Background: an optimization exercise with open tools, aiming at small area, a short achievable clock period and few clock cycles. Do not read the settings as production practice.
RTL that was checked went through simulation tests only; none was proved equivalent to the original.
No functional check of the RTL was part of runs 3 and 4.
Power is estimated from default activity; no workload was simulated.

--- flow/run.sh ---
#!/bin/bash
# synth_recipe.tcl (not shown) runs the flow's synth.tcl, then flattens the netlist and writes it again
# the make line also repeats each setting of config.mk as NAME=value (left out here)
make -C /OpenROAD-flow-scripts/flow DESIGN_CONFIG=/design/flow/config.mk WORK_HOME=/design/flow/orfs CLKGATE_MAP_FILE= SYNTH_SCRIPT=/design/flow/synth_recipe.tcl finish
--- flow/config.mk ---
export PLATFORM = sky130hd
export DESIGN_NAME = Data_selector
export DESIGN_NICKNAME = Data_selector
export VERILOG_FILES = /design/flow/design.v
export SDC_FILE = /design/flow/constraint.sdc
export NUM_CORES = 4
export LEC_CHECK = 0
export CAP_MARGIN = 20
export CORE_MARGIN = 2
export CORE_UTILIZATION = 40
export SETUP_SLACK_MARGIN = 3.2
export SLEW_MARGIN = 20
--- flow/constraint.sdc ---
create_clock -name core_clock -period 5.5 [get_ports {clk}]
set_input_delay 1.1000 -clock core_clock [delete_from_list [all_inputs] [get_ports {clk}]]
set_output_delay 1.1000 -clock core_clock [all_outputs]
set_load 0.01 [all_outputs]
--- flow/design.v ---
`timescale 1ns / 1ps
module Data_selector(
	input clk,
	input rst,
	input data_collect_finish,
	input [7:0] data_in,
	output reg [7:0] data_out,
	output reg [13:0] read_select,
	output reg [13:0] write_out_se,
	output reg data_process_finish,
	output reg wr_enable
    );
	localparam integer H   = 9;                     
	localparam integer K   = H - 2;                 
	localparam integer NB  = (98 + K - 1) / K;      
	localparam integer R0L = 100 - H;               
	localparam integer R0P = (NB - 2) * K;          
	localparam integer JW  = 4;                     
	localparam integer BW  = 4;                     
	localparam integer DN  = 100;                               
	localparam integer DC  = 1 - 100 * (H - 1);                 
	localparam integer DB  = -199;                              
	localparam integer DBL = (R0L - R0P - H + 1) * 100 - 99;    
	localparam integer DF  = -100 * (H - 1);                    
	localparam [13:0] A1  = -201;
	localparam [13:0] A2  = 100 * (H - 1) - 102;
	localparam [13:0] A3  = 98;
	localparam [13:0] A4  = -101 - DBL;
	localparam [13:0] A5  = -101 - DF;
	localparam [13:0] A6  = -100 * K - 101;
	localparam [13:0] A7  = -100 * (R0L - R0P) - 101;
	localparam [13:0] A8  = -100 * (R0L - R0P) - 2 + 100 * (H - 1);
	localparam [13:0] A9  = -200;
	localparam [13:0] A10 = 9899;
	localparam [13:0] A11 = 100 * (H - 2) - 1;
	localparam [13:0] A12 = 100 * (H - 2);
	localparam [1:0] S_NONE = 2'd0, S_BLUR = 2'd1, S_COLC = 2'd2, S_ROWC = 2'd3;
	reg running;
	reg p1, p2;                  
	reg [JW-1:0] j;              
	reg [6:0] c;                 
	reg [BW-1:0] b;              
	reg jl, j2, j1;              
	reg c0, c1, c99, cf;         
	reg bf, bl, bp;              
	reg [7:0] D [1:2*H-1];       
	reg [9:0] hp;                
	reg [9:0] h1, h2;            
	reg [11:0] q;                
	reg [1:0] src, src1;         
	reg [3:0] acode;             
	wire go = running | (data_collect_finish & ~data_process_finish & ~p1 & ~p2);
	wire [9:0] h0 = hp + {2'b0, data_in};
	wire [11:0] sum = q + {2'b0, h1};
	always @(*) begin
		src = S_NONE;
		acode = 4'd0;
		if (j2) begin
			if (c0) begin
				if (!bf) begin
					src = S_COLC;
					if (bl) acode = jl ? 4'd8 : 4'd7;
					else acode = jl ? 4'd3 : 4'd6;
				end
			end
			else if (cf) begin
				src = S_COLC;
				acode = jl ? 4'd10 : 4'd9;
			end
			else begin
				src = c1 ? S_COLC : S_BLUR;
				if (!jl) acode = 4'd1;
				else if (!c99) acode = 4'd2;
				else if (bl) acode = 4'd5;
				else if (bp) acode = 4'd4;
				else acode = 4'd3;
			end
		end
		else if (j1) begin
			if (bf && !cf) begin src = S_ROWC; acode = 4'd9; end
		end
		else begin
			if (cf) begin src = S_ROWC; acode = 4'd12; end
			else if (bl && !c0) begin src = S_ROWC; acode = 4'd11; end
		end
	end
	wire [13:0] aoff =
		(acode == 4'd1)  ? A1  :
		(acode == 4'd2)  ? A2  :
		(acode == 4'd3)  ? A3  :
		(acode == 4'd4)  ? A4  :
		(acode == 4'd5)  ? A5  :
		(acode == 4'd6)  ? A6  :
		(acode == 4'd7)  ? A7  :
		(acode == 4'd8)  ? A8  :
		(acode == 4'd9)  ? A9  :
		(acode == 4'd10) ? A10 :
		(acode == 4'd11) ? A11 : A12;
	reg [13:0] aoff1;
	wire [13:0] dsw = !c99 ? DC[13:0] : bl ? DF[13:0] : bp ? DBL[13:0] : DB[13:0];
	wire [13:0] a_row = read_select + 14'd100;
	wire [13:0] a_sw = read_select + dsw;
	always @(posedge clk or posedge rst) begin
		if (rst) begin
			running <= 1'b0;
			p1 <= 1'b0;
			p2 <= 1'b0;
			j <= 0;
			c <= 0;
			b <= 0;
			jl <= 1'b0;
			j2 <= 1'b0;
			j1 <= 1'b0;
			c0 <= 1'b1;
			c1 <= 1'b0;
			c99 <= 1'b0;
			cf <= 1'b0;
			bf <= 1'b1;
			bl <= 1'b0;
			bp <= (NB == 2);
			read_select <= 0;
			src1 <= S_NONE;
			wr_enable <= 1'b0;
			data_process_finish <= 1'b0;
		end
		else begin
			p2 <= p1;
			p1 <= 1'b0;
			src1 <= S_NONE;
			if (go) begin
				src1 <= src;
				running <= 1'b1;
				read_select <= !jl ? a_row : cf ? 14'd0 : a_sw;
				if (!jl) begin
					j <= j + 1'b1;
					jl <= (j == H - 2);
					j2 <= (j >= 1);
					j1 <= (j == 0);
				end
				else begin
					j <= 0;
					jl <= 1'b0;
					j2 <= 1'b0;
					j1 <= 1'b0;
					if (cf) begin
						c <= 0;
						b <= 0;
						c0 <= 1'b1;
						cf <= 1'b0;
						bf <= 1'b1;
						bl <= 1'b0;
						bp <= (NB == 2);
						running <= 1'b0;
						p1 <= 1'b1;
					end
					else if (c99) begin
						c99 <= 1'b0;
						if (bl) begin
							c <= 100;
							cf <= 1'b1;
						end
						else begin
							c <= 0;
							c0 <= 1'b1;
							b <= b + 1'b1;
							bf <= 1'b0;
							bl <= (b == NB - 2);
							bp <= (b == NB - 3);
						end
					end
					else begin
						c <= c + 1'b1;
						c0 <= 1'b0;
						c1 <= c0;
						c99 <= (c == 98);
					end
				end
			end
			wr_enable <= (src1 != S_NONE);
			if (p2) data_process_finish <= 1'b1;
			else if (!data_collect_finish) data_process_finish <= 1'b0;
		end
	end
	integer k;
	always @(posedge clk) begin
		aoff1 <= aoff;
		D[1] <= data_in;
		for (k = 2; k <= 2 * H - 1; k = k + 1) D[k] <= D[k-1];
		hp <= {2'b0, D[2*H-1]} + {1'b0, D[H-1], 1'b0};
		h1 <= h0;
		h2 <= h1;
		q <= {2'b0, h2} + {1'b0, h1, 1'b0};
		write_out_se <= read_select + aoff1;
		case (src1)
			S_BLUR: data_out <= sum[11:4];
			S_COLC: data_out <= D[H+2];
			default: data_out <= D[2];
		endcase
	end
endmodule
==> results of run 1 <==
cell families (layout without fill, tap and decap cells):
family,count (synthesis),count (layout),synth area share
AOI/OAI and AO/OA,204,204,0.141
xor gates and xnor gates,43,43,0.0393
adders and majority gates,73,73,0.0984
buffers and inverters,68,194,0.0269
DFF,258,258,0.563
muxes,8,8,0.00849
and+or+nand+nor,234,235,0.123
layer usage:
metal	part of all wire	track usage	vias up	wire length, µm
li1	-	-	3344	-
met4	0.028	0.0471	0	566
met2	0.47	0.271	119	9500
met1	0.47	0.214	3156	9520
met5	0	0	-	0
met3	0.039	0.0261	48	791
cell type report:
class | count | area (µm²)
clock inverter | 20 | 246
clock buffer | 28 | 678
tap | 319 | 399
inverter | 48 | 190
fill | 2088 | 11500
multi-input combinational | 563 | 4270
timing repair buffer | 98 | 806
sequential | 258 | 5420
power groups by stage:
| stage | clock [mW] | combinational (mW) | sequential (mW) |
|---|---|---|---|
| after CTS | 1.91 | 3.09 | 2.56 |
| after floorplan | 0 | 1.99 | 2.61 |
| final | 1.86 | 3.26 | 2.55 |
| after global placement | 0 | 2.73 | 2.67 |
| after global routing | 1.98 | 3.64 | 2.60 |
| after detailed placement | 0 | 2.75 | 2.67 |
flip-flops by register name, summed over array words and instances (netlist names), 2 cells and up:
register,cells
j,4
q,12
hp,10
h1,10
h2,10
b,4
src1,2
read_select,14
aoff1,12
c,7
D,136
write_out_se,14
data_out,8
layout by cell type (no fill, tap or decap), types with 7 or more instances in the layout:
master         Yosys  layout
nand3_1           23      22
dlygate4sd2_1      0      25
a21boi_0           9       7
xor2_1            15      15
nand2b_1           9       9
dfrtp_1           44      26
nand2_1           63      61
nor3_1            22      21
nor2b_1           14      12
buf_4              0      45
a21o_1            14      14
clkbuf_16          0      26
inv_1             48      42
ha_4               0      11
dfrtp_2            0      17
dfxtp_1          212     211
buf_2              2       9
xnor2_1           28      28
a31oi_1            9       8
o21ai_1            4       7
o21ai_0           50      44
nor2_1            60      58
o21a_1             7       7
ha_1              69      56
a21oi_1           43      38
worst paths after layout:
path | end | slack (ps) | depth (start not counted)
setup / recovery | read_select[1] | 3200 | 2
hold / removal | D[2][3]$_DFF_P_ | 320 | 0
setup reg to reg | write_out_se[13]$_DFF_P_ | 3230 | 8
hold reg to reg | D[2][3]$_DFF_P_ | 320 | 0
max in group asynchronous | jl$_DFFE_PP0P_ | 3810 | 2
min in group asynchronous | wr_enable$_DFF_PP0_ | 1100 | 2
metrics by stage:
| step | instance area, µm² | utilization | total power, mW | instances |
|---|---|---|---|---|
| 2_1_floorplan | 9640 | - | 4.60 | 888 |
| 3_3_place_gp | 10500 | 0.445 | 5.40 | 1237 |
| 3_5_place_dp | 10500 | 0.445 | 5.42 | 1237 |
| 4_1_cts | 11900 | 0.506 | 7.56 | 1326 |
| 5_1_grt | 12000 | 0.512 | 8.21 | 1334 |
| 6_report | 12000 | 0.512 | 7.67 | 1334 |
what timing repair did:
item / in CTS / in global routing
gates cloned: 1 / 0
gates resized for setup: 138 / 34
buffers inserted: 40 / 8
setup endpoints to repair: 83 / 27
hold buffers: 0 / 0
pin swaps: 18 / 19
==> impl_summary.txt, run 1 <==
----------------------------------------------------
[Setup path]
  Critical Path Source Type ... flop
  Startpoint of the most critical setup path ... read_select[1]$_DFFE_PP0P_
  Type of element capturing the critical path ... output pin
  Slowest stage cell on the critical path ... dfrtp_2
  WP data required ... 4400 ps
  R2R Path Start ... read_select[1]$_DFFE_PP0P_
  Critical Path Max Stage Delay ... 410 ps
  Class of the most critical setup path ... flop to output pin
  Arrival time of the worst setup path ... 1200 ps
  CP cell instances ... buf_4 -> buf_6
  Critical path buffers and inverters ... 2
  Cell class contributing the biggest share of worst-path delay ... flip-flops
  Largest fanout on the critical path ... 2

[Timing]
  Final-report max-slew violation count ... 0
  Measured slew at the worst slew-check pin ... 853 ps
  Worst clock skew on the final layout ... 11.6 ps
  Unrepaired setup endpoints after global routing ... true
  Final Cycle Share ... 0.419
  Final setup violation count ... 0
  Maximum clock frequency ... 434 MHz
  Time the worst path needs with I/O delays and setup ... 2310 ps
  Tightest hold margin ... 316 ps
  Final total negative setup slack ... 0 ps
  Slew Limit Headroom ... 0.432
  Count of final hold-check violations ... 0
  Min setup slack post-route ... 3200 ps

[Routing]
  DR WL/cell ... 15.3 µm
  Count of unresolved DRC violations after routing ... 0
  DRT Pass-1 Iters ... 5
  Final WL ... 20.4 mm
  Ratio of routed vias to standard cells ... 5.00
  DRT antenna net count ... 0
  Number of violations reported at the end of detailed-routing iteration 0 ... 252
  Via count ... 6667

[Global route]
  Total global routing overflow ... 0
  Antenna violations before repair ... 0
  Global-route wire length before repair ... 33.5 mm
  Largest net degree at the start of global routing ... 47
  Via count of the first global-routing pass ... 6624
  Tot GR Track Use ... 0.161

[Pwr]
  Logic pwr share ... 0.425
  Share of power burned in registers ... 0.332
  Pint ... 4.95 mW
  Net switching power figure ... 2.72 mW
  Power density relative to cell area ... 638 mW/mm²
  Switching share of total power ... 0.354
  Static power due to leakage ... 5.11 nW
  Clock share of power ... 0.243
  Highest ir drop seen on vdd ... 0.294 mV

[Placed design]
  Setup slack after placement ... 2140 ps
  Gp weighted congestion ... 0.794
  Half-perimeter wire length after placement ... 13.1 mm
  PortBufs ... 48

[Die]
  I/O pin count ... 49
  DIE AREA ... 0.0252 mm²
  Initial standard-cell utilization of the core ... 0.408
  Die X ... 159 µm
  Floorplan row count ... 56
  Core outline area ... 0.0235 mm²
  Die extent in y ... 159 µm

[CTS]
  Clock-pin slew on the worst setup and hold paths ... 70 ps
  Sinks on Clock Net ... 258
  Cell chosen for the clock root ... clkbuf_16
  TritonCTS clock tree ... done
  H-tree Lvls ... 1
  Max clock buf depth ... 3
  Source-to-sink clock delay at the later pin of the worst-skew pair ... 530 ps
  Clock buffer count from CTS ... 26

[Yosys]
  Gate Count Post-Synth ... 888
  Synthesized area ... 0.00958 mm²
  Top_reg_cell synth ... dfxtp_1
  Post-synth top cells ... dfxtp_1, ha_1, nand2_1, nor2_1, o21ai_0
  Share of flip-flops with an asynchronous set or reset after synthesis ... 0.178
  Net count of the mapped netlist ... 972
  Yosys warnings ... 2
  Number of enable-type register cells in the synthesized netlist ... 0
  Number of flip-flops and latches in the synthesized netlist ... 258
  Most frequent cell after synthesis ... dfxtp_1
  Avg Synthesized Cell Area ... 10.8 µm²
  Share of Yosys cell area claimed by the top area cell type ... 0.443
  Largest area contributor in the synthesized netlist ... dfxtp_1
  Fraction of the yosys area taken by sequential cells ... 0.563
  Ranking of synthesized cells by area ... dfxtp_1, dfrtp_1, ha_1, o21ai_0, xnor2_1
  Count of different cell masters after synthesis ... 73

[Run status]
  Run status ... finished clean

[Hold path]
  Type of the tightest min-delay check ... flop to flop
  Hold path startpoint ... D[1][3]$_DFF_P_

[Layout]
  Proportion of layout cells with a drive suffix above 1 ... 0.200
  Net total in the final layout ... 1079
  Relative area change from synthesis to final layout ... 25.3%
  Final antenna diode count ... 0

[Run]
  Max_cap viols ... 0

----------------------------------------------------
Testbench counts, summed over its fixed seeds: cycles 302,736.
==> inputs of run 2 (changes only) <==
--- a/flow/config.mk
+++ b/flow/config.mk
@@ -9,4 +9,4 @@
 export CORE_MARGIN = 2
 export CORE_UTILIZATION = 40
-export SETUP_SLACK_MARGIN = 3.2
+export SETUP_SLACK_MARGIN = 3.5
 export SLEW_MARGIN = 20
==> run 2 against run 1 <==
Against the previous run:
- hold slack improved by 4.6 ps
- cell count rose by 2.3%
- clock power is 4% lower
- combinational power grew 15%
- maximum frequency up 0.67%
- sequential share of layout area shrank 2.5 points
- critical path depth is the same
- power increased by 5.9%
- die area is the same
- area after synthesis unchanged
==> impl_summary.txt, run 2 <==
----------------------------------------------------
[Die]
  Floorplan row count ... 56 (unchanged)
  Initial standard-cell utilization of the core ... 0.408 (unchanged)
  DIE AREA ... 0.0252 mm² (unchanged)
  I/O pin count ... 49 (unchanged)
  Die X ... 159 µm (unchanged)
  Die extent in y ... 159 µm (unchanged)
  Core outline area ... 0.0235 mm² (unchanged)

[Layout]
  Largest Register ... D
  Proportion of layout cells with a drive suffix above 1 ... 0.322 (+0.122)
  Flip-flop count of the largest register, all copies and words added ... 136 (unchanged)
  Relative area change from synthesis to final layout ... 33.1%
  Non-Filler Instances ... 1365 (+2.3%)
  Post-layout utilization of the core ... 0.543 (+0.0317)
  Biggest registers after layout ... D x136, read_select x14, write_out_se x14
  Final antenna diode count ... 0 (unchanged)
  Net total in the final layout ... 1110 (+2.9%)
  Leading cell types in the layout, fill and taps excluded ... dfxtp_1, nand2_1, buf_4
  Most common library cell in the layout ignoring fill and taps ... dfxtp_1

[Yosys]
  Share of synthesized cell area in and, or, nand and nor gates ... 0.123 (unchanged)
  Xor-xnor portion of the synthesized cell area ... 0.0393 (unchanged)
  Share of flip-flops with an asynchronous set or reset after synthesis ... 0.178 (unchanged)
  Count of different cell masters after synthesis ... 73 (unchanged)
  Synthesized area ... 0.00958 mm² (unchanged)
  Adder-Cell Fraction of Synth Area ... 0.0984 (unchanged)
  Fraction of the yosys area taken by sequential cells ... 0.563 (unchanged)
  Ranking of synthesized cells by area ... dfxtp_1, dfrtp_1, ha_1, o21ai_0, xnor2_1
  Fraction of synthesized area in multiplexers ... 0.00849 (unchanged)
  Top_reg_cell synth ... dfxtp_1
  Share of Yosys cell area claimed by the top area cell type ... 0.443 (unchanged)
  Yosys warnings ... 2 (unchanged)
  Largest area contributor in the synthesized netlist ... dfxtp_1
  Gate Count Post-Synth ... 888 (unchanged)
  Number of flip-flops and latches in the synthesized netlist ... 258 (unchanged)
  Most frequent cell after synthesis ... dfxtp_1
  Number of enable-type register cells in the synthesized netlist ... 0 (unchanged)
  Post-synth top cells ... dfxtp_1, ha_1, nand2_1, nor2_1, o21ai_0
  Net count of the mapped netlist ... 972 (unchanged)
  Compound-Gate Fraction of Synth Area ... 0.141 (unchanged)
  Avg Synthesized Cell Area ... 10.8 µm² (unchanged)
  Largest family of logic cells by synthesized area ... compound AO/OA/AOI/OAI gates

[Setup path]
  Flop2flop setup slack ... 3260 ps (+30 ps)
  Arrival time of the worst setup path ... 1190 ps (about the same)
  Type of element capturing the critical path ... output pin
  WP data required ... 4400 ps (about the same)
  Largest fanout on the critical path ... 2 (unchanged)
  Class of the most critical setup path ... flop to output pin
  Cells on worst reg2reg path ... 8 (unchanged)
  Capture instance of the worst register-to-register path ... write_out_se[13]$_DFF_P_
  Critical Path Source Type ... flop
  R2R Path Start ... read_select[1]$_DFFE_PP0P_

[Routing]
  DRT antenna net count ... 0 (unchanged)
  DRT Pass-1 Iters ... 5 (unchanged)
  DR WL/cell ... 15.4 µm (+0.91%)
  Number of violations reported at the end of detailed-routing iteration 0 ... 417 (+65%)
  Via count ... 6811 (+2.2%)
  Final WL ... 21.0 mm (+3.3%)
  Ratio of routed vias to standard cells ... 4.99 (-0.16%)
  Count of unresolved DRC violations after routing ... 0 (unchanged)

[Placed design]
  PortBufs ... 48 (unchanged)
  Half-perimeter wire length after placement ... 13.4 mm (+2.0%)
  Cells after DPL ... 1237 (unchanged)
  Gp weighted congestion ... 0.794 (about the same)

[Pwr]
  Overall power consumption ... 8.12 mW (+5.9%)
  Static power due to leakage ... 5.35 nW (+4.8%)
  Highest ir drop seen on vdd ... 0.327 mV (+12%)
  Power density relative to cell area ... 637 mW/mm² (-0.27%)

[Timing]
  Measured slew at the worst slew-check pin ... 581 ps (-272 ps)
  Tightest hold margin ... 320 ps (+4.59 ps)
  Slew Limit Headroom ... 0.613 (+0.181)
  Final-report max-slew violation count ... 0 (unchanged)
  Worst clock skew on the final layout ... 10.5 ps (-1.07 ps)
  Time the worst path needs with I/O delays and setup ... 2290 ps (-15.4 ps)
  Final total negative setup slack ... 0 ps (unchanged)
  Final setup violation count ... 0 (unchanged)
  Maximum clock frequency ... 437 MHz (+0.67%)
  Unrepaired setup endpoints after global routing ... true
  Count of final hold-check violations ... 0 (unchanged)
  Final Cycle Share ... 0.416 (-0.00280)

[CTS]
  Clock-pin slew on the worst setup and hold paths ... 70 ps (about the same)
  TritonCTS clock tree ... done
  Sinks on Clock Net ... 258 (unchanged)
  H-tree Lvls ... 1 (unchanged)
  Count of hold buffers inserted by post-cts repair ... 0 (unchanged)
  Source-to-sink clock delay at the later pin of the worst-skew pair ... 520 ps (about the same)
  Max clock buf depth ... 3 (unchanged)
  Clock buffer count from CTS ... 27 (+3.8%)
  Cell chosen for the clock root ... clkbuf_16

[Hold path]
  Hold Crit Depth ... 0 (unchanged)
  Hold path startpoint ... D[10][3]$_DFF_P_
  Type of the tightest min-delay check ... flop to flop
  Terminating pin of the worst hold path ... D[11][3]$_DFF_P_

[Run status]
  Run status ... finished clean

[Global route]
  Tot GR Track Use ... 0.165 (+0.00408)
  Via count of the first global-routing pass ... 6580 (-0.66%)
  Largest net degree at the start of global routing ... 47 (unchanged)
  Antenna violations before repair ... 0 (unchanged)
  Total global routing overflow ... 0 (unchanged)
  Global-route wire length before repair ... 34.0 mm (+1.5%)

[Run]
  Max_cap viols ... 0 (unchanged)

----------------------------------------------------
## run 2: cell counts after synthesis
No cell type changed its count.
## run 2: how the worst max path moves through the flow
stage | endpoint | startpoint | slack, ps
5_1_grt | write_out_se[13]$_DFF_P_ | read_select[1]$_DFFE_PP0P_ | 3140
3_3_place_gp | read_select[9]$_DFFE_PP0P_ | data_collect_finish | 2320
2_1_floorplan | h1[8]$_DFF_P_ | data_in[0] | 3010
3_5_place_dp | read_select[9]$_DFFE_PP0P_ | data_collect_finish | 2300
6_report | read_select[1] | read_select[1]$_DFFE_PP0P_ | 3210
4_1_cts | read_select[10] | read_select[10]$_DFFE_PP0P_ | 3200
## run 2: through the flow
stage | setup WS, ps | instance area (µm²)
finish | 3210 | 12800
detailed placement | 2300 | 10700
floorplan | 3010 | 9950
CTS | 3200 | 12300
global placement | 2320 | 10700
global route | 3140 | 12800
## run 2: cell families (layout without fill, tap and decap cells)
family,after synthesis,count (layout)
adder cells (fa/ha/maj),73,73
buffers and inverters,68,226
multiplexers,8,8
flip-flops,258,258
XOR/XNOR,43,43
AND/OR/NAND/NOR,234,234
AO/OA/AOI/OAI,204,204
## run 2: cell type report
cell class                      count  area (µm²)
Inverter                           48         195
Clock buffer                       33         749
Timing Repair Buffer              129        1150
Fill cell                        1983       10700
Multi-Input combinational cell    562        4690
Sequential cell                   258        5450
Tap cell                          319         399
Clock inverter                     16         134
## run 2: report_power, final
group | internal, mW | leakage (nW) | switching, mW
Clock | 1.03 | 0.442 | 0.749
Sequential | 2.33 | 2.34 | 0.266
Combinational | 1.85 | 2.57 | 1.90
## run 2: per-layer routing
layer | part of all wire | GRT usage
met5 | 0 | 0
met3 | 0.036 | 0.0303
met4 | 0.024 | 0.0505
met1 | 0.48 | 0.228
met2 | 0.46 | 0.263
## run 2: critical path, stage by stage (launching register included)
cell,delay (ps)
dfrtp_2,410
buf_4,140
buf_6,110
## run 2: repair_timing
| action | in CTS | in global routing |
|---|---|---|
| gates resized for setup | 278 | 76 |
| buffers inserted | 53 | 25 |
| pin swaps | 55 | 52 |
| gates cloned | 0 | 0 |
| endpoints found under the setup margin | 105 | 81 |
==> inputs of run 3 (changes only) <==
--- a/flow/design.v
+++ b/flow/design.v
@@ -16,6 +16,6 @@
 	localparam integer R0L = 100 - H;               
 	localparam integer R0P = (NB - 2) * K;          
-	localparam integer JW  = 4;                     
-	localparam integer BW  = 4;                     
+	localparam integer JW  = $clog2(H);
+	localparam integer BW  = $clog2(NB);
 	localparam integer DN  = 100;                               
 	localparam integer DC  = 1 - 100 * (H - 1);                 
--- a/flow/config.mk
+++ b/flow/config.mk
@@ -9,4 +9,4 @@
 export CORE_MARGIN = 2
 export CORE_UTILIZATION = 40
-export SETUP_SLACK_MARGIN = 3.5
+export SETUP_SLACK_MARGIN = 3.2
 export SLEW_MARGIN = 20
==> run 3 against run 2 <==
Against the previous run:
- clock skew rose by 1.1 ps
- routed wire length fell by 3.2%
- global-route usage down 0.41 points
- first-iteration DRC count is 40% lower
- worst setup slack got worse by 15 ps
- combinational power shrank 13%
- count of clock-buffer cells in the layout fell by 5
- sequential cell count unchanged
- via count decreased by 2.1%
==> impl_summary.txt, run 3 <==
----------------------------------------------------
[Yosys]
  Count of different cell masters after synthesis ... 73 (unchanged)
  Number of enable-type register cells in the synthesized netlist ... 0 (unchanged)
  Largest area contributor in the synthesized netlist ... dfxtp_1
  Avg Synthesized Cell Area ... 10.8 µm² (unchanged)
  Most frequent cell after synthesis ... dfxtp_1
  Post-synth top cells ... dfxtp_1, ha_1, nand2_1, nor2_1, o21ai_0
  Fraction of the yosys area taken by sequential cells ... 0.563 (unchanged)
  Number of flip-flops and latches in the synthesized netlist ... 258 (unchanged)
  Share of flip-flops with an asynchronous set or reset after synthesis ... 0.178 (unchanged)
  Top_reg_cell synth ... dfxtp_1
  Gate Count Post-Synth ... 888 (unchanged)
  Ranking of synthesized cells by area ... dfxtp_1, dfrtp_1, ha_1, o21ai_0, xnor2_1
  Share of Yosys cell area claimed by the top area cell type ... 0.443 (unchanged)
  Synthesized area ... 0.00958 mm² (unchanged)
  Net count of the mapped netlist ... 972 (unchanged)
  Yosys warnings ... 2 (unchanged)

[Timing]
  Unrepaired setup endpoints after global routing ... true
  Time the worst path needs with I/O delays and setup ... 2310 ps (+15.4 ps)
  Maximum clock frequency ... 434 MHz (-0.67%)
  Min setup slack post-route ... 3200 ps (-15.4 ps)
  Final setup violation count ... 0 (unchanged)
  Final-report max-slew violation count ... 0 (unchanged)
  Worst clock skew on the final layout ... 11.6 ps (+1.07 ps)
  Final total negative setup slack ... 0 ps (unchanged)
  Count of final hold-check violations ... 0 (unchanged)
  Slew Limit Headroom ... 0.432 (-0.181)
  Final Cycle Share ... 0.419 (+0.00280)
  Measured slew at the worst slew-check pin ... 853 ps (+272 ps)

[Setup path]
  Arrival time of the worst setup path ... 1200 ps (about the same)
  Critical Path Source Type ... flop
  WP data required ... 4400 ps (about the same)
  Class of the most critical setup path ... flop to output pin
  Largest fanout on the critical path ... 2 (unchanged)
  Type of element capturing the critical path ... output pin

[Placed design]
  Gp weighted congestion ... 0.794 (about the same)
  Setup slack after placement ... 2140 ps (-167 ps)
  Half-perimeter wire length after placement ... 13.1 mm (-1.9%)
  Area after DPL ... 0.0105 mm² (-2.5%)
  Cells after DPL ... 1237 (unchanged)
  PortBufs ... 48 (unchanged)

[CTS]
  Clock-pin slew on the worst setup and hold paths ... 70 ps (about the same)
  Cell chosen for the clock root ... clkbuf_16
  Sinks on Clock Net ... 258 (unchanged)
  H-tree Lvls ... 1 (unchanged)
  Source-to-sink clock delay at the later pin of the worst-skew pair ... 530 ps (about the same)
  Max clock buf depth ... 3 (unchanged)
  Clock buffer count from CTS ... 26 (-3.7%)
  TritonCTS clock tree ... done
  Count of hold buffers inserted by post-cts repair ... 0 (unchanged)

[Pwr]
  Logic pwr share ... 0.425 (-0.037)
  Share of power burned in registers ... 0.332 (+0.012)
  Net switching power figure ... 2.72 mW (-6.8%)
  Clock share of power ... 0.243 (+0.024)
  Highest ir drop seen on vdd ... 0.294 mV (-10%)
  Static power due to leakage ... 5.11 nW (-4.6%)
  Switching share of total power ... 0.354 (-0.00450)
  Power density relative to cell area ... 638 mW/mm² (+0.27%)
  Overall power consumption ... 7.67 mW (-5.6%)
  Pint ... 4.95 mW (-4.9%)

[Routing]
  Final WL ... 20.4 mm (-3.2%)
  Ratio of routed vias to standard cells ... 5.00 (+0.16%)
  Number of violations reported at the end of detailed-routing iteration 0 ... 252 (-40%)
  Count of unresolved DRC violations after routing ... 0 (unchanged)
  DR WL/cell ... 15.3 µm (-0.91%)
  Via count ... 6667 (-2.1%)
  DRT Pass-1 Iters ... 5 (unchanged)
  DRT antenna net count ... 0 (unchanged)

[Global route]
  Tot GR Track Use ... 0.161 (-0.00408)
  Total global routing overflow ... 0 (unchanged)
  Via count of the first global-routing pass ... 6624 (+0.67%)
  Largest net degree at the start of global routing ... 47 (unchanged)
  Global-route wire length before repair ... 33.5 mm (-1.5%)
  Antenna violations before repair ... 0 (unchanged)

[Layout]
  Footprint of the flip-flops and latches ... 0.00542 mm² (-0.39%)
  Area of the multi-input gates ... 0.00427 mm² (-8.9%)
  Biggest registers after layout ... D x136, read_select x14, write_out_se x14
  Leading cell types in the layout, fill and taps excluded ... dfxtp_1, nand2_1, nor2_1
  Area of all placed cells without fillers ... 0.0120 mm² (-5.8%)
  Largest Register ... D
  Most common library cell in the layout ignoring fill and taps ... dfxtp_1
  Relative area change from synthesis to final layout ... 25.3%
  Net total in the final layout ... 1079 (-2.8%)
  Final antenna diode count ... 0 (unchanged)
  Flip-flop count of the largest register, all copies and words added ... 136 (unchanged)
  Proportion of layout cells with a drive suffix above 1 ... 0.200 (-0.122)
  Number of fillers in the final layout ... 2088 (+5.3%)
  Non-Filler Instances ... 1334 (-2.3%)

[Die]
  Initial standard-cell utilization of the core ... 0.408 (unchanged)
  I/O pin count ... 49 (unchanged)
  Die extent in y ... 159 µm (unchanged)
  Core outline area ... 0.0235 mm² (unchanged)
  Floorplan row count ... 56 (unchanged)
  DIE AREA ... 0.0252 mm² (unchanged)
  Die X ... 159 µm (unchanged)

[Run status]
  Run status ... finished clean

[Run]
  Max_cap viols ... 0 (unchanged)

[Hold path]
  Type of the tightest min-delay check ... flop to flop

----------------------------------------------------
[run 3: area by class of cell]
cell class,count,area share
Multi-Input combinational cell,563,0.355
Timing Repair Buffer,98,0.0671
Inverter,48,0.0158
Clock buffer,28,0.0565
Tap cell,319,0.0332
Sequential cell,258,0.452
Clock inverter,20,0.0205
[run 3: stage by stage]
stage | util | hold WS, ps
after floorplan | - | 310
after global placement | 0.445 | 310
after detailed placement | 0.445 | 312
after CTS | 0.506 | 319
after global routing | 0.512 | 322
final | 0.512 | 316
[run 3: cell families after synthesis]
kind of cell / Yosys count / share of synthesized area
flops: 258 / 0.563
xor+xnor: 43 / 0.0393
buf+inv: 68 / 0.0269
compound gates: 204 / 0.141
mux: 8 / 0.00849
simple gates: 234 / 0.123
fa+ha+maj: 73 / 0.0984
[run 3: worst max-delay path, stage by stage, from the launching register on]
cell,delay [ps]
dfrtp_2,410
buf_4,150
buf_6,110
[run 3: worst paths after layout]
path                                            startpoint                  endpoint  slack, ps  cells past startpoint
worst min-delay path                       D[1][3]$_DFF_P_           D[2][3]$_DFF_P_        320                      0
worst max-delay path            read_select[1]$_DFFE_PP0P_            read_select[1]       3200                      2
worst max register to register  read_select[1]$_DFFE_PP0P_  write_out_se[13]$_DFF_P_       3230                      8
min in group asynchronous                              rst       wr_enable$_DFF_PP0_       1100                      2
worst min register to register             D[1][3]$_DFF_P_           D[2][3]$_DFF_P_        320                      0
max in group asynchronous                              rst            jl$_DFFE_PP0P_       3810                      2
[run 3: repair_timing]
action,4_1_cts,5_1_grt
pin swaps,18,19
resized for setup,138,34
gates cloned,1,0
setup endpoints to repair,83,27
buffers inserted,40,8
[run 3: metal layers]
metal / up-vias / GRT usage / wire (µm)
met3: 48 / 0.0261 / 791
met5: - / 0 / 0
met4: 0 / 0.0471 / 566
met2: 119 / 0.271 / 9500
met1: 3156 / 0.214 / 9520
li1: 3344 / - / -
[run 3: power by group through the flow]
stage	Combinational, mW	Clock (mW)	Sequential [mW]
6_report	3.26	1.86	2.55
4_1_cts	3.09	1.91	2.56
3_3_place_gp	2.73	0	2.67
3_5_place_dp	2.75	0	2.67
5_1_grt	3.64	1.98	2.60
2_1_floorplan	1.99	0	2.61
==> inputs of run 4 (changes only) <==
--- a/flow/config.mk
+++ b/flow/config.mk
@@ -9,4 +9,7 @@
 export CORE_MARGIN = 2
 export CORE_UTILIZATION = 40
+export CTS_BUF_LIST = sky130_fd_sc_hd__clkbuf_8
+export CTS_CLUSTER_DIAMETER = 60
+export CTS_CLUSTER_SIZE = 20
 export SETUP_SLACK_MARGIN = 3.2
 export SLEW_MARGIN = 20
==> run 4 against run 3 <==
Against the previous run:
- maximum frequency fell by 4.1%
- combinational power barely moved
- critical endpoint unchanged
- register-to-register slack barely moved
- hold slack improved by 3.7 ps
- clock skew rose by 14 ps
- via count fell by 1.6%
==> impl_summary.txt, run 4 <==
----------------------------------------------------
[Run status]
  Run status ... finished clean

[Layout]
  Final antenna diode count ... 0 (unchanged)
  Flip-flop count of the largest register, all copies and words added ... 136 (unchanged)
  Most common library cell in the layout ignoring fill and taps ... dfxtp_1
  Net total in the final layout ... 1079 (unchanged)
  Proportion of layout cells with a drive suffix above 1 ... 0.194 (-0.00556)
  Largest Register ... D
  Number of fillers in the final layout ... 2127 (+1.9%)
  Relative area change from synthesis to final layout ... 21.1%
  Biggest registers after layout ... D x136, read_select x14, write_out_se x14
  Leading cell types in the layout, fill and taps excluded ... dfxtp_1, nand2_1, nor2_1

[CTS]
  Source-to-sink clock delay at the later pin of the worst-skew pair ... 550 ps (+20 ps)
  Count of hold buffers inserted by post-cts repair ... 0 (unchanged)
  Max clock buf depth ... 3 (unchanged)
  Clock-pin slew on the worst setup and hold paths ... 110 ps (+40 ps)
  Clock buffer count from CTS ... 22 (-15%)
  H-tree Lvls ... 1 (unchanged)
  TritonCTS clock tree ... done
  Cell chosen for the clock root ... clkbuf_8
  Sinks on Clock Net ... 258 (unchanged)

[Global route]
  Global-route wire length before repair ... 32.9 mm (-1.9%)
  Via count of the first global-routing pass ... 6449 (-2.6%)
  Tot GR Track Use ... 0.159 (-0.00203)
  Largest net degree at the start of global routing ... 47 (unchanged)
  Antenna violations before repair ... 0 (unchanged)
  Total global routing overflow ... 0 (unchanged)

[Routing]
  Number of violations reported at the end of detailed-routing iteration 0 ... 317 (+26%)
  DR WL/cell ... 15.2 µm (-0.77%)
  DRT Pass-1 Iters ... 4 (-1)
  Final WL ... 20.1 mm (-1.3%)
  DRT antenna net count ... 0 (unchanged)
  Ratio of routed vias to standard cells ... 4.94 (-1.1%)
  Count of unresolved DRC violations after routing ... 0 (unchanged)
  Via count ... 6560 (-1.6%)

[Pwr]
  Highest ir drop seen on vdd ... 0.226 mV (-23%)
  Static power due to leakage ... 4.92 nW (-3.6%)
  Power density relative to cell area ... 600 mW/mm² (-6.0%)

[Setup path]
  Class of the most critical setup path ... flop to output pin
  Largest fanout on the critical path ... 2 (unchanged)
  CP cell instances ... buf_6 -> buf_6 -> buf_6
  Critical Path Max Stage Delay ... 430 ps (+20 ps)
  WP data required ... 4400 ps (about the same)
  Slowest stage cell on the critical path ... dfrtp_2
  Critical Path Source Type ... flop
  Arrival time of the worst setup path ... 1300 ps (+100 ps)
  Critical Path Most Common Cell ... buf_6
  Type of element capturing the critical path ... output pin

[Placed design]
  Setup slack after placement ... 2140 ps (unchanged)
  Half-perimeter wire length after placement ... 13.1 mm (unchanged)
  PortBufs ... 48 (unchanged)
  Gp weighted congestion ... 0.794 (unchanged)

[Yosys]
  Ranking of synthesized cells by area ... dfxtp_1, dfrtp_1, ha_1, o21ai_0, xnor2_1
  Avg Synthesized Cell Area ... 10.8 µm² (unchanged)
  Number of flip-flops and latches in the synthesized netlist ... 258 (unchanged)
  Gate Count Post-Synth ... 888 (unchanged)
  Share of Yosys cell area claimed by the top area cell type ... 0.443 (unchanged)
  Fraction of the yosys area taken by sequential cells ... 0.563 (unchanged)
  Count of different cell masters after synthesis ... 73 (unchanged)
  Top_reg_cell synth ... dfxtp_1
  Net count of the mapped netlist ... 972 (unchanged)
  Number of enable-type register cells in the synthesized netlist ... 0 (unchanged)
  Most frequent cell after synthesis ... dfxtp_1
  Share of flip-flops with an asynchronous set or reset after synthesis ... 0.178 (unchanged)
  Largest area contributor in the synthesized netlist ... dfxtp_1
  Yosys warnings ... 2 (unchanged)
  Synthesized area ... 0.00958 mm² (unchanged)
  Post-synth top cells ... dfxtp_1, ha_1, nand2_1, nor2_1, o21ai_0

[Timing]
  Unrepaired setup endpoints after global routing ... true
  Final setup violation count ... 0 (unchanged)
  Min setup slack post-route ... 3100 ps (-98.1 ps)
  Maximum clock frequency ... 416 MHz (-4.1%)
  Measured slew at the worst slew-check pin ... 863 ps (+10.6 ps)
  Count of final hold-check violations ... 0 (unchanged)
  Final Cycle Share ... 0.437 (+0.0178)
  Final-report max-slew violation count ... 0 (unchanged)
  Time the worst path needs with I/O delays and setup ... 2400 ps (+98.1 ps)
  Worst clock skew on the final layout ... 25.9 ps (+14.3 ps)
  Final total negative setup slack ... 0 ps (unchanged)
  Slew Limit Headroom ... 0.424 (-0.00709)

[Hold path]
  Type of the tightest min-delay check ... flop to flop

[Die]
  DIE AREA ... 0.0252 mm² (unchanged)
  Die extent in y ... 159 µm (unchanged)
  Core outline area ... 0.0235 mm² (unchanged)
  Initial standard-cell utilization of the core ... 0.408 (unchanged)
  Floorplan row count ... 56 (unchanged)
  I/O pin count ... 49 (unchanged)
  Die X ... 159 µm (unchanged)

[Run]
  Max_cap viols ... 0 (unchanged)

----------------------------------------------------
==> run 4: final timing paths <==
| kind | cells past startpoint | slack (ps) | startpoint | endpoint |
|---|---|---|---|---|
| max | 3 | 3100 | read_select[1]$_DFFE_PP0P_ | read_select[1] |
| max in group asynchronous | 2 | 3830 | rst | jl$_DFFE_PP0P_ |
| min reg2reg | 0 | 320 | D[15][0]$_DFF_P_ | D[16][0]$_DFF_P_ |
| min | 0 | 320 | D[15][0]$_DFF_P_ | D[16][0]$_DFF_P_ |
| min in group asynchronous | 2 | 1070 | rst | wr_enable$_DFF_PP0_ |
| max reg2reg | 8 | 3220 | read_select[1]$_DFFE_PP0P_ | write_out_se[13]$_DFF_P_ |
==> run 4: where the power goes <==
part / switching, mW / internal (mW) / leakage, nW
logic: 1.73 / 1.55 / 2.34
clock network: 0.699 / 0.440 / 0.243
registers: 0.238 / 2.31 / 2.34
==> run 4: worst max-delay path, delay by kind of cell (launching register included) <==
| family | cells | cell delay (ps) |
|---|---|---|
| flops | 1 | 430 |
| buf+inv | 3 | 340 |
==> run 4: layout make-up <==
| class | instances | area [µm²] | area share |
|---|---|---|---|
| clock buffers | 23 | 317 | 0.0273 |
| well taps | 319 | 399 | 0.0344 |
| repair buffers | 102 | 836 | 0.0720 |
| inverters | 48 | 188 | 0.0162 |
| clock inverters | 14 | 158 | 0.0136 |
| multi-input cells | 563 | 4290 | 0.369 |
| flip-flops and latches | 258 | 5420 | 0.467 |
==> run 4: layer usage <==
| layer | share of wire | vias to the layer above | GRT usage |
|---|---|---|---|
| met3 | 0.034 | 31 | 0.0240 |
| met2 | 0.47 | 89 | 0.269 |
| met4 | 0.021 | 0 | 0.0409 |
| li1 | - | 3334 | - |
| met5 | 0 | - | 0 |
| met1 | 0.48 | 3106 | 0.213 |
==> run 4: repair_timing <==
action                     4_1_cts  5_1_grt
setup buffers                   41       11
resized for setup              147       48
gates cloned                     1        0
setup endpoints to repair       82       34
pin swaps                       15       21
==> run 4: stage by stage <==
step	hold WS [ps]	util	instance area [µm²]	instances	power (mW)
global route	307	0.495	11600	1327	7.51
finish	319	0.495	11600	1327	6.96
floorplan	310	-	9640	888	4.60
detailed placement	312	0.445	10500	1237	5.42
CTS	307	0.485	11400	1316	6.81
global placement	310	0.445	10500	1237	5.40
==> run 4: logic make-up (layout without fill, tap and decap cells) <==
family | after synthesis | in the layout | share of synthesized area
flops | 258 | 258 | 0.563
simple gates | 234 | 235 | 0.123
compound gates | 204 | 204 | 0.141
fa+ha+maj | 73 | 73 | 0.0984
buf+inv | 68 | 187 | 0.0269
xor+xnor | 43 | 43 | 0.0393
mux | 8 | 8 | 0.00849
==> inputs of run 5 (changes only) <==
--- a/flow/design.v
+++ b/flow/design.v
@@ -16,6 +16,6 @@
 	localparam integer R0L = 100 - H;               
 	localparam integer R0P = (NB - 2) * K;          
-	localparam integer JW  = $clog2(H);
-	localparam integer BW  = $clog2(NB);
+	localparam integer JW  = 4;                     
+	localparam integer BW  = 4;                     
 	localparam integer DN  = 100;                               
 	localparam integer DC  = 1 - 100 * (H - 1);                 
==> flow/flow/run.sh (new file) <==
#!/bin/bash
# Standard ORFS layout (the standard.sh), with two changes:
#  - port buffers are the smallest buffer (buf_1) instead of clkdlybuf4s50_1;
#  - clock tree built from clkbuf_8 in clusters of up to 20 sinks, without dummy loads.
set -euo pipefail
bash standard.sh \
  "BUFFER_PORTS_ARGS=-buffer_cell sky130_fd_sc_hd__buf_1" \
  "CTS_ARGS=-sink_clustering_enable -repair_clock_nets -dont_use_dummy_load -buf_list sky130_fd_sc_hd__clkbuf_8 -sink_clustering_size 20 -sink_clustering_max_diameter 60" \
  finish > standard_flow.log 2>&1
==> flow/standard.sh (new file) <==
#!/bin/bash
# synth_recipe.tcl (not shown) runs the flow's synth.tcl, then flattens the netlist and writes it again
# the make line also repeats each setting of config.mk as NAME=value (left out here)
make -C /OpenROAD-flow-scripts/flow DESIGN_CONFIG=/design/flow/config.mk WORK_HOME=/design/flow/orfs CLKGATE_MAP_FILE= SYNTH_SCRIPT=/design/flow/synth_recipe.tcl "${@:-finish}"
--- a/flow/config.mk
+++ b/flow/config.mk
@@ -9,7 +9,4 @@
 export CORE_MARGIN = 2
 export CORE_UTILIZATION = 40
-export CTS_BUF_LIST = sky130_fd_sc_hd__clkbuf_8
-export CTS_CLUSTER_DIAMETER = 60
-export CTS_CLUSTER_SIZE = 20
 export SETUP_SLACK_MARGIN = 3.2
 export SLEW_MARGIN = 20
removed: flow/run.sh
==> run 5 against run 4 <==
Against the previous run:
- routed wire length fell by 5.7%
- cell count down 2.0%
- register-to-register slack worse by 70 ps
- clock skew grew 65 ps
- sequential cell count is the same
- worst setup slack improved by 54 ps
- critical endpoint is now write_out_se[13]$_DFF_P_
- die area unchanged
==> impl_summary.txt, run 5 <==
----------------------------------------------------
[Placed design]
  PortBufs ... 48 (unchanged)
  Setup slack after placement ... 2600 ps (+465 ps)
  Cells after DPL ... 1238 (+0.081%)
  Half-perimeter wire length after placement ... 12.6 mm (-3.8%)
  Area after DPL ... 0.0102 mm² (-2.8%)
  Gp weighted congestion ... 0.796 (+0.30%)

[Timing]
  Final Cycle Share ... 0.427 (-0.00976)
  Worst clock skew on the final layout ... 90.6 ps (+64.7 ps)
  Time the worst path needs with I/O delays and setup ... 2350 ps (-53.7 ps)
  Count of final hold-check violations ... 0 (unchanged)
  Final-report max-slew violation count ... 0 (unchanged)
  Min setup slack post-route ... 3150 ps (+53.7 ps)
  Slew Limit Headroom ... 0.449 (+0.0249)
  Measured slew at the worst slew-check pin ... 820 ps (-42.8 ps)
  Unrepaired setup endpoints after global routing ... true
  Maximum clock frequency ... 426 MHz (+2.3%)
  Final total negative setup slack ... 0 ps (unchanged)
  Final setup violation count ... 0 (unchanged)

[CTS]
  Count of hold buffers inserted by post-cts repair ... 0 (unchanged)
  Clock-pin slew on the worst setup and hold paths ... 100 ps (about the same)
  Sinks on Clock Net ... 258 (unchanged)
  TritonCTS clock tree ... done
  Cell chosen for the clock root ... clkbuf_8
  Source-to-sink clock delay at the later pin of the worst-skew pair ... 550 ps (about the same)
  Max clock buf depth ... 3 (unchanged)
  Clock buffer count from CTS ... 23 (+4.5%)
  H-tree Lvls ... 1 (unchanged)

[Pwr]
  Static power due to leakage ... 4.59 nW (-6.7%)
  Highest ir drop seen on vdd ... 0.206 mV (-9.0%)
  Power density relative to cell area ... 591 mW/mm² (-1.5%)

[Yosys]
  Top_reg_cell synth ... dfxtp_1
  Most frequent cell after synthesis ... dfxtp_1
  Synthesized area ... 0.00958 mm² (unchanged)
  Avg Synthesized Cell Area ... 10.8 µm² (unchanged)
  Yosys warnings ... 2 (unchanged)
  Number of enable-type register cells in the synthesized netlist ... 0 (unchanged)
  Number of flip-flops and latches in the synthesized netlist ... 258 (unchanged)
  Count of different cell masters after synthesis ... 73 (unchanged)
  Largest area contributor in the synthesized netlist ... dfxtp_1
  Ranking of synthesized cells by area ... dfxtp_1, dfrtp_1, ha_1, o21ai_0, xnor2_1
  Share of Yosys cell area claimed by the top area cell type ... 0.443 (unchanged)
  Post-synth top cells ... dfxtp_1, ha_1, nand2_1, nor2_1, o21ai_0
  Gate Count Post-Synth ... 888 (unchanged)
  Share of flip-flops with an asynchronous set or reset after synthesis ... 0.178 (unchanged)
  Fraction of the yosys area taken by sequential cells ... 0.563 (unchanged)
  Net count of the mapped netlist ... 972 (unchanged)

[Layout]
  Relative area change from synthesis to final layout ... 15.5%
  Most common library cell in the layout ignoring fill and taps ... dfxtp_1
  Final antenna diode count ... 0 (unchanged)
  Non-Filler Instances ... 1301 (-2.0%)
  Footprint of the flip-flops and latches ... 0.00543 mm² (about the same)
  Area of all placed cells without fillers ... 0.0111 mm² (-4.6%)
  Proportion of layout cells with a drive suffix above 1 ... 0.152 (-0.0427)
  Number of fillers in the final layout ... 2201 (+3.5%)
  Net total in the final layout ... 1068 (-1.0%)
  Largest Register ... D
  Biggest registers after layout ... D x136, read_select x14, write_out_se x14
  Leading cell types in the layout, fill and taps excluded ... dfxtp_1, nand2_1, ha_1
  Flip-flop count of the largest register, all copies and words added ... 136 (unchanged)
  Area of the multi-input gates ... 0.00421 mm² (-2.0%)

[Routing]
  Ratio of routed vias to standard cells ... 4.96 (+0.24%)
  Count of unresolved DRC violations after routing ... 0 (unchanged)
  Final WL ... 19.0 mm (-5.7%)
  DRT Pass-1 Iters ... 4 (unchanged)
  DRT antenna net count ... 0 (unchanged)
  DR WL/cell ... 14.6 µm (-3.9%)
  Number of violations reported at the end of detailed-routing iteration 0 ... 365 (+15%)
  Via count ... 6447 (-1.7%)

[Die]
  Die X ... 159 µm (unchanged)
  Die extent in y ... 159 µm (unchanged)
  Core outline area ... 0.0235 mm² (unchanged)
  DIE AREA ... 0.0252 mm² (unchanged)
  Initial standard-cell utilization of the core ... 0.408 (unchanged)
  I/O pin count ... 49 (unchanged)
  Floorplan row count ... 56 (unchanged)

[Setup path]
  Critical path capture point ... write_out_se[13]$_DFF_P_
  Slowest stage cell on the critical path ... dfrtp_2
  Cells on worst reg2reg path ... 8 (unchanged)
  Largest fanout on the critical path ... 4 (+2)
  Count of cell instances traversed by the critical path ... 8 (+5)
  Critical path buffers and inverters ... 1 (-2)
  Startpoint of the most critical setup path ... read_select[1]$_DFFE_PP0P_
  CP cell instances ... buf_6 -> ha_4 -> a21oi_4 -> o211ai_1 -> or4_4 -> a31o_4 -> mux2i_1 -> a2111oi_0
  Critical Path Source Type ... flop
  WP data required ... 5860 ps (+1460 ps)
  Cell class contributing the biggest share of worst-path delay ... compound AO/OA/AOI/OAI gates
  R2R Path Start ... read_select[1]$_DFFE_PP0P_
  Type of element capturing the critical path ... flop
  Critical Path Max Stage Delay ... 450 ps (+20 ps)
  Capture instance of the worst register-to-register path ... write_out_se[13]$_DFF_P_
  Arrival time of the worst setup path ... 2700 ps (+1400 ps)
  Class of the most critical setup path ... flop to flop
  Flop2flop setup slack ... 3150 ps (-70 ps)

[Global route]
  Tot GR Track Use ... 0.148 (-0.0114)
  Antenna violations before repair ... 0 (unchanged)
  Total global routing overflow ... 0 (unchanged)
  Via count of the first global-routing pass ... 6183 (-4.1%)
  Global-route wire length before repair ... 30.8 mm (-6.3%)
  Largest net degree at the start of global routing ... 47 (unchanged)

[Run status]
  Run status ... finished clean

[Hold path]
  Type of the tightest min-delay check ... flop to flop

[Run]
  Max_cap viols ... 0 (unchanged)

----------------------------------------------------
[run 5: cell counts after synthesis]
Identical to the previous run, type by type.
[run 5: logic make-up (layout without fill, tap and decap cells)]
family                     after synthesis  in the layout  share of synthesized area
AOI/OAI and AO/OA                      204            204                      0.141
xor gates and xnor gates                43             43                     0.0393
adders and majority gates               73             73                     0.0984
buffers and inverters                   68            162                     0.0269
DFF                                    258            258                      0.563
muxes                                    8              8                    0.00849
and+or+nand+nor                        234            234                      0.123
[run 5: stage by stage]
step / hold slack [ps] / utilization / total power [mW]
3_3_place_gp: 310 / 0.433 / 5.22
6_report: 267 / 0.472 / 6.54
4_1_cts: 271 / 0.461 / 6.39
5_1_grt: 269 / 0.472 / 7.07
2_1_floorplan: 310 / - / 4.60
3_5_place_dp: 312 / 0.433 / 5.23
[run 5: area by class of cell]
class | count | area share
multi-input cells | 562 | 0.380
well taps | 319 | 0.0360
clock buffers | 23 | 0.0286
inverters | 48 | 0.0169
repair buffers | 91 | 0.0488
flip-flops and latches | 258 | 0.490
[run 5: where the power goes]
group	internal [mW]	switching [mW]
Combinational	1.39	1.62
Clock	0.373	0.561
Sequential	2.32	0.281
Total	4.08	2.46
[run 5: worst min path at each step]
stage	from	end	slack [ps]	cells after the start
floorplan	D[9][0]$_DFF_P_	D[10][0]$_DFF_P_	310	0
global placement	D[14][2]$_DFF_P_	D[15][2]$_DFF_P_	310	0
detailed placement	D[3][0]$_DFF_P_	D[4][0]$_DFF_P_	310	0
CTS	D[4][2]$_DFF_P_	D[5][2]$_DFF_P_	270	0
global route	D[4][2]$_DFF_P_	D[5][2]$_DFF_P_	270	0
finish	D[4][2]$_DFF_P_	D[5][2]$_DFF_P_	270	0
[run 5: what timing repair did]
action | in CTS | in global routing
setup endpoints to repair | 38 | 27
setup buffers | 23 | 17
endpoints found under the hold margin | 0 | 0
pin swaps | 11 | 14
resized for setup | 43 | 31
cloned | 0 | 0
[run 5: worst register-to-register path: stages, from the launching register on]
cell and delay, ps:
dfrtp_2 450, buf_6 130, ha_4 240, a21oi_4 160, o211ai_1 120, or4_4 440
a31o_4 270, mux2i_1 120, a2111oi_0 270
[run 5: per-layer routing]
metal	share of wire	routed length (µm)	global-route usage	vias up
li1	-	-	-	3286
met1	0.47	8980	0.199	3037
met2	0.46	8800	0.243	91
met3	0.033	622	0.0219	33
met4	0.029	554	0.0492	0
met5	0	0	0	-
Testbench counts of run 5, summed over its fixed seeds: cycles 302,736.
==> inputs of run 6 (changes only) <==
--- a/flow/config.mk
+++ b/flow/config.mk
@@ -6,4 +6,5 @@
 export NUM_CORES = 4
 export LEC_CHECK = 0
+export ABC_CLOCK_PERIOD_IN_PS = 1800
 export CAP_MARGIN = 20
 export CORE_MARGIN = 2
==> run 6 against run 5 <==
Against the previous run:
- synthesized cell count unchanged
- sequential share of layout area did not move
- area after synthesis unchanged
- worst setup slack unchanged
- clock skew stayed put
- still clean on timing, DRC and antenna
- via count unchanged
- design area unchanged
- non-clock buffer count unchanged
- routed wire length unchanged
- core utilization unchanged
- first-iteration DRC count stayed put
- clock power barely moved
==> impl_summary.txt, run 6 <==
----------------------------------------------------
[Placed design]
  Setup slack after placement ... 2600 ps (unchanged)
  PortBufs ... 48 (unchanged)
  Cells after DPL ... 1238 (unchanged)
  Gp weighted congestion ... 0.796 (unchanged)
  Half-perimeter wire length after placement ... 12.6 mm (unchanged)

[Setup path]
  Flop2flop setup slack ... 3150 ps (about the same)
  Critical path capture point ... write_out_se[13]$_DFF_P_
  Class of the most critical setup path ... flop to flop
  Type of element capturing the critical path ... flop
  Startpoint of the most critical setup path ... read_select[1]$_DFFE_PP0P_
  Largest fanout on the critical path ... 4 (unchanged)
  Critical Path Source Type ... flop
  Arrival time of the worst setup path ... 2700 ps (about the same)
  Cells on worst reg2reg path ... 8 (unchanged)
  WP data required ... 5860 ps (about the same)
  R2R Path Start ... read_select[1]$_DFFE_PP0P_
  Capture instance of the worst register-to-register path ... write_out_se[13]$_DFF_P_

[Routing]
  DR WL/cell ... 14.6 µm (unchanged)
  DRT antenna net count ... 0 (unchanged)
  Final WL ... 19.0 mm (unchanged)
  Count of unresolved DRC violations after routing ... 0 (unchanged)
  Ratio of routed vias to standard cells ... 4.96 (unchanged)
  Via count ... 6447 (unchanged)
  DRT Pass-1 Iters ... 4 (unchanged)
  Number of violations reported at the end of detailed-routing iteration 0 ... 365 (unchanged)

[Die]
  I/O pin count ... 49 (unchanged)
  Floorplan row count ... 56 (unchanged)
  Die X ... 159 µm (unchanged)
  Initial standard-cell utilization of the core ... 0.408 (unchanged)
  Core outline area ... 0.0235 mm² (unchanged)
  DIE AREA ... 0.0252 mm² (unchanged)
  Die extent in y ... 159 µm (unchanged)

[Timing]
  Measured slew at the worst slew-check pin ... 820 ps (unchanged)
  Unrepaired setup endpoints after global routing ... true
  Final setup violation count ... 0 (unchanged)
  Min setup slack post-route ... 3150 ps (unchanged)
  Time the worst path needs with I/O delays and setup ... 2350 ps (unchanged)
  Slew Limit Headroom ... 0.449 (unchanged)
  Worst clock skew on the final layout ... 90.6 ps (unchanged)
  Count of final hold-check violations ... 0 (unchanged)
  Final-report max-slew violation count ... 0 (unchanged)
  Final Cycle Share ... 0.427 (unchanged)
  Tightest hold margin ... 267 ps (unchanged)
  Maximum clock frequency ... 426 MHz (unchanged)
  Final total negative setup slack ... 0 ps (unchanged)

[Yosys]
  Fraction of synthesized area in multiplexers ... 0.00849 (unchanged)
  Gate Count Post-Synth ... 888 (unchanged)
  Compound-Gate Fraction of Synth Area ... 0.141 (unchanged)
  Number of flip-flops and latches in the synthesized netlist ... 258 (unchanged)
  Adder-Cell Fraction of Synth Area ... 0.0984 (unchanged)
  Share of flip-flops with an asynchronous set or reset after synthesis ... 0.178 (unchanged)
  Ranking of synthesized cells by area ... dfxtp_1, dfrtp_1, ha_1, o21ai_0, xnor2_1
  Largest family of logic cells by synthesized area ... compound AO/OA/AOI/OAI gates
  Count of different cell masters after synthesis ... 73 (unchanged)
  Yosys warnings ... 2 (unchanged)
  Xor-xnor portion of the synthesized cell area ... 0.0393 (unchanged)
  Number of enable-type register cells in the synthesized netlist ... 0 (unchanged)
  Avg Synthesized Cell Area ... 10.8 µm² (unchanged)
  Largest area contributor in the synthesized netlist ... dfxtp_1
  Share of Yosys cell area claimed by the top area cell type ... 0.443 (unchanged)
  Net count of the mapped netlist ... 972 (unchanged)
  Most frequent cell after synthesis ... dfxtp_1
  Synthesized area ... 0.00958 mm² (unchanged)
  Top_reg_cell synth ... dfxtp_1
  Post-synth top cells ... dfxtp_1, ha_1, nand2_1, nor2_1, o21ai_0
  Share of synthesized cell area in and, or, nand and nor gates ... 0.123 (unchanged)
  Fraction of the yosys area taken by sequential cells ... 0.563 (unchanged)

[Layout]
  Area of the multi-input gates ... 0.00421 mm² (unchanged)
  Relative area change from synthesis to final layout ... 15.5% (unchanged)
  Number of fillers in the final layout ... 2201 (unchanged)
  Flip-flop count of the largest register, all copies and words added ... 136 (unchanged)
  Proportion of layout cells with a drive suffix above 1 ... 0.152 (unchanged)
  Leading cell types in the layout, fill and taps excluded ... dfxtp_1, nand2_1, ha_1
  Final antenna diode count ... 0 (unchanged)
  Largest Register ... D
  Footprint of the flip-flops and latches ... 0.00543 mm² (unchanged)
  Non-Filler Instances ... 1301 (unchanged)
  Biggest registers after layout ... D x136, read_select x14, write_out_se x14
  Most common library cell in the layout ignoring fill and taps ... dfxtp_1
  Net total in the final layout ... 1068 (unchanged)

[Global route]
  Tot GR Track Use ... 0.148 (unchanged)
  Via count of the first global-routing pass ... 6183 (unchanged)
  Total global routing overflow ... 0 (unchanged)
  Global-route wire length before repair ... 30.8 mm (unchanged)
  Antenna violations before repair ... 0 (unchanged)
  Largest net degree at the start of global routing ... 47 (unchanged)

[CTS]
  Cell chosen for the clock root ... clkbuf_8
  Sinks on Clock Net ... 258 (unchanged)
  Source-to-sink clock delay at the later pin of the worst-skew pair ... 550 ps (about the same)
  H-tree Lvls ... 1 (unchanged)
  Count of hold buffers inserted by post-cts repair ... 0 (unchanged)
  TritonCTS clock tree ... done
  Max clock buf depth ... 3 (unchanged)
  Clock-pin slew on the worst setup and hold paths ... 100 ps (about the same)
  Clock buffer count from CTS ... 23 (unchanged)

[Run status]
  Run status ... finished clean

[Pwr]
  Pint ... 4.08 mW (unchanged)
  Highest ir drop seen on vdd ... 0.206 mV (unchanged)
  Share of power burned in registers ... 0.397 (about the same)
  Logic pwr share ... 0.460 (about the same)
  Static power due to leakage ... 4.59 nW (unchanged)
  Switching share of total power ... 0.376 (unchanged)
  Clock share of power ... 0.143 (about the same)
  Overall power consumption ... 6.54 mW (unchanged)
  Power density relative to cell area ... 591 mW/mm² (unchanged)
  Net switching power figure ... 2.46 mW (unchanged)

[Hold path]
  Type of the tightest min-delay check ... flop to flop
  Hold path startpoint ... D[4][2]$_DFF_P_

[Run]
  Max_cap viols ... 0 (unchanged)

----------------------------------------------------
[run 6: repair_timing]
item | in CTS | in global routing
pin swaps | 11 | 14
cloned | 0 | 0
endpoints found under the setup margin | 38 | 27
gates resized for setup | 43 | 31
setup buffers | 23 | 17
[run 6: power by group through the flow]
stage / clock (mW) / combinational [mW] / sequential, mW
2_1_floorplan: 0 / 1.99 / 2.61
6_report: 0.934 / 3.01 / 2.60
5_1_grt: 1.04 / 3.38 / 2.64
3_5_place_dp: 0 / 2.55 / 2.68
3_3_place_gp: 0 / 2.54 / 2.68
4_1_cts: 0.983 / 2.80 / 2.61
[run 6: logic make-up after synthesis]
kind of cell	after synthesis
flops	258
simple gates	234
compound gates	204
fa+ha+maj	73
buf+inv	68
xor+xnor	43
mux	8
[run 6: critical path, cell delays in order (launching register included)]
cell	delay (ps)
dfrtp_2	450
buf_6	130
ha_4	240
a21oi_4	160
o211ai_1	120
or4_4	440
a31o_4	270
mux2i_1	120
a2111oi_0	270
[run 6: how the worst min path moves through the flow]
stage | endpoint | slack (ps) | depth (start not counted)
floorplan | D[10][0]$_DFF_P_ | 310 | 0
global placement | D[15][2]$_DFF_P_ | 310 | 0
detailed placement | D[4][0]$_DFF_P_ | 310 | 0
CTS | D[5][2]$_DFF_P_ | 270 | 0
global route | D[5][2]$_DFF_P_ | 270 | 0
finish | D[5][2]$_DFF_P_ | 270 | 0
[run 6: through the flow]
stage,util,instance area [µm²]
final,0.472,11100
after global routing,0.472,11100
after CTS,0.461,10800
after detailed placement,0.433,10200
after global placement,0.433,10200
after floorplan,-,9640
[run 6: layer usage]
metal / wire [µm] / part of all wire / GRT usage
met1: 8980 / 0.47 / 0.199
met2: 8800 / 0.46 / 0.243
met3: 622 / 0.033 / 0.0219
met4: 554 / 0.029 / 0.0492
met5: 0 / 0 / 0
[run 6: cell type report]
cell class / instances / share of cell area
well taps: 319 / 0.0360
repair buffers: 91 / 0.0488
clock buffers: 23 / 0.0286
inverters: 48 / 0.0169
flip-flops and latches: 258 / 0.490
multi-input cells: 562 / 0.380
==> inputs of run 7 (changes only) <==
--- a/flow/config.mk
+++ b/flow/config.mk
@@ -10,4 +10,4 @@
 export CORE_MARGIN = 2
 export CORE_UTILIZATION = 40
-export SETUP_SLACK_MARGIN = 3.2
+export SETUP_SLACK_MARGIN = 3.4
 export SLEW_MARGIN = 20
==> run 7 against run 6 <==
Against the previous run:
- non-clock buffer count is 16 higher
- core utilization is 2.7 points higher
- area after synthesis stayed put
- still clean
==> impl_summary.txt, run 7 <==
----------------------------------------------------
[Die]
  DIE AREA ... 0.0252 mm² (unchanged)
  Die X ... 159 µm (unchanged)
  Die extent in y ... 159 µm (unchanged)
  I/O pin count ... 49 (unchanged)

[Yosys]
  Count of different cell masters after synthesis ... 73 (unchanged)
  Top_reg_cell synth ... dfxtp_1
  Ranking of synthesized cells by area ... dfxtp_1, dfrtp_1, ha_1, o21ai_0, xnor2_1
  Largest area contributor in the synthesized netlist ... dfxtp_1
  Gate Count Post-Synth ... 888 (unchanged)
  Share of flip-flops with an asynchronous set or reset after synthesis ... 0.178 (unchanged)
  Most frequent cell after synthesis ... dfxtp_1
  Post-synth top cells ... dfxtp_1, ha_1, nand2_1, nor2_1, o21ai_0
  Net count of the mapped netlist ... 972 (unchanged)
  Fraction of the yosys area taken by sequential cells ... 0.563 (unchanged)

[Global route]
  Global-route wire length before repair ... 32.1 mm (+4.3%)
  Total global routing overflow ... 0 (unchanged)
  Tot GR Track Use ... 0.154 (+0.00651)

[Pwr]
  Switching share of total power ... 0.376 (-0.000441)
  Clock share of power ... 0.141 (-0.002)
  Highest ir drop seen on vdd ... 0.245 mV (+19%)

[CTS]
  H-tree Lvls ... 1 (unchanged)

[Run status]
  Run status ... finished clean

[Routing]
  Count of unresolved DRC violations after routing ... 0 (unchanged)
  Number of violations reported at the end of detailed-routing iteration 0 ... 340 (-6.8%)
  Via count ... 6624 (+2.7%)
  Final WL ... 19.8 mm (+4.7%)

[Layout]
  Proportion of layout cells with a drive suffix above 1 ... 0.247 (+0.0953)
  Number of fillers in the final layout ... 2078 (-5.6%)
  Leading cell types in the layout, fill and taps excluded ... dfxtp_1, nand2_1, nor2_1
  Most common library cell in the layout ignoring fill and taps ... dfxtp_1
  Final antenna diode count ... 0 (unchanged)
  Net total in the final layout ... 1086 (+1.7%)

[Setup path]
  Class of the most critical setup path ... input port to flop
  Critical path buffers and inverters ... 2 (+1)
  Slowest stage cell on the critical path ... o21ai_2
  Critical Path Source Type ... input port
  Capture instance of the worst register-to-register path ... read_select[10]$_DFFE_PP0P_

[Placed design]
  Setup slack after placement ... 2630 ps (+25.0 ps)
  PortBufs ... 48 (unchanged)

[Hold path]
  Terminating pin of the worst hold path ... D[14][2]$_DFF_P_
  Type of the tightest min-delay check ... flop to flop
  Hold Crit Depth ... 0 (unchanged)

[Timing]
  Maximum clock frequency ... 446 MHz (+4.7%)
  Slew Limit Headroom ... 0.596 (+0.147)
  Count of final hold-check violations ... 0 (unchanged)
  Final total negative setup slack ... 0 ps (unchanged)
  Final Cycle Share ... 0.408 (-0.0193)
  Worst clock skew on the final layout ... 62.1 ps (-28.5 ps)

[Run]
  Max_cap viols ... 0 (unchanged)

----------------------------------------------------
==> run 7: cell counts after synthesis <==
Identical to the previous run, type by type.
==> run 7: cells by family after synthesis <==
logic type               Yosys count  share of synthesized area
AND/OR/NAND/NOR                  234                      0.123
AO/OA/AOI/OAI                    204                      0.141
adder cells (fa/ha/maj)           73                     0.0984
XOR/XNOR                          43                     0.0393
multiplexers                       8                    0.00849
buffers and inverters             68                     0.0269
flip-flops                       258                      0.563
==> run 7: timing repair <==
item,CTS,global route
hold buffers,0,0
pin swaps,14,33
gates resized for setup,81,76
endpoints found under the setup margin,71,67
setup buffers,38,18
cloned,1,0
==> run 7: layout make-up <==
| type | count | area [µm²] | area share |
|---|---|---|---|
| flip-flops and latches | 258 | 5430 | 0.464 |
| multi-input cells | 562 | 4520 | 0.386 |
| repair buffers | 107 | 822 | 0.0702 |
| well taps | 319 | 399 | 0.0341 |
| clock buffers | 25 | 344 | 0.0294 |
| inverters | 48 | 190 | 0.0162 |
==> run 7: power groups by stage <==
stage / clock, mW / sequential, mW / combinational (mW)
6_report: 0.981 / 2.60 / 3.36
5_1_grt: 1.10 / 2.64 / 3.73
4_1_cts: 1.03 / 2.59 / 3.10
3_5_place_dp: 0 / 2.71 / 2.67
3_3_place_gp: 0 / 2.71 / 2.64
2_1_floorplan: 0 / 2.63 / 2.08
==> run 7: metrics by stage <==
stage	total power, mW	cells	utilization	hold slack, ps
2_1_floorplan	4.72	888	-	310
3_3_place_gp	5.35	1236	0.442	310
3_5_place_dp	5.37	1236	0.442	312
4_1_cts	6.72	1300	0.481	254
5_1_grt	7.48	1319	0.499	243
6_report	6.94	1319	0.499	254
==> run 7: how the worst max path moves through the flow <==
stage | depth (start not counted) | end | start
detailed placement | 8 | read_select[13]$_DFFE_PP0P_ | data_collect_finish
CTS | 1 | read_select[1] | read_select[1]$_DFFE_PP0P_
global placement | 8 | read_select[13]$_DFFE_PP0P_ | data_collect_finish
global route | 10 | read_select[10]$_DFFE_PP0P_ | bl$_DFFE_PP0P_
floorplan | 9 | h1[8]$_DFF_P_ | data_in[0]
finish | 7 | read_select[10]$_DFFE_PP0P_ | data_collect_finish
==> run 7: layer usage <==
metal | part of all wire | global-route usage | vias up | wire (µm)
li1 | - | - | 3330 | -
met1 | 0.50 | 0.219 | 3151 | 9910
met2 | 0.45 | 0.243 | 106 | 8830
met3 | 0.034 | 0.0227 | 37 | 674
met4 | 0.021 | 0.0459 | 0 | 419
met5 | 0 | 0 | - | 0

Re-timed with assumed drivers on the ports (clkbuf_16 on the clock, buf_2 on other inputs), run 7 has 3.217 ns of setup slack against 3.257 ns with ideal ports, and 2.694 ns once port delays also move by the mid clock arrival of 0.574 ns.
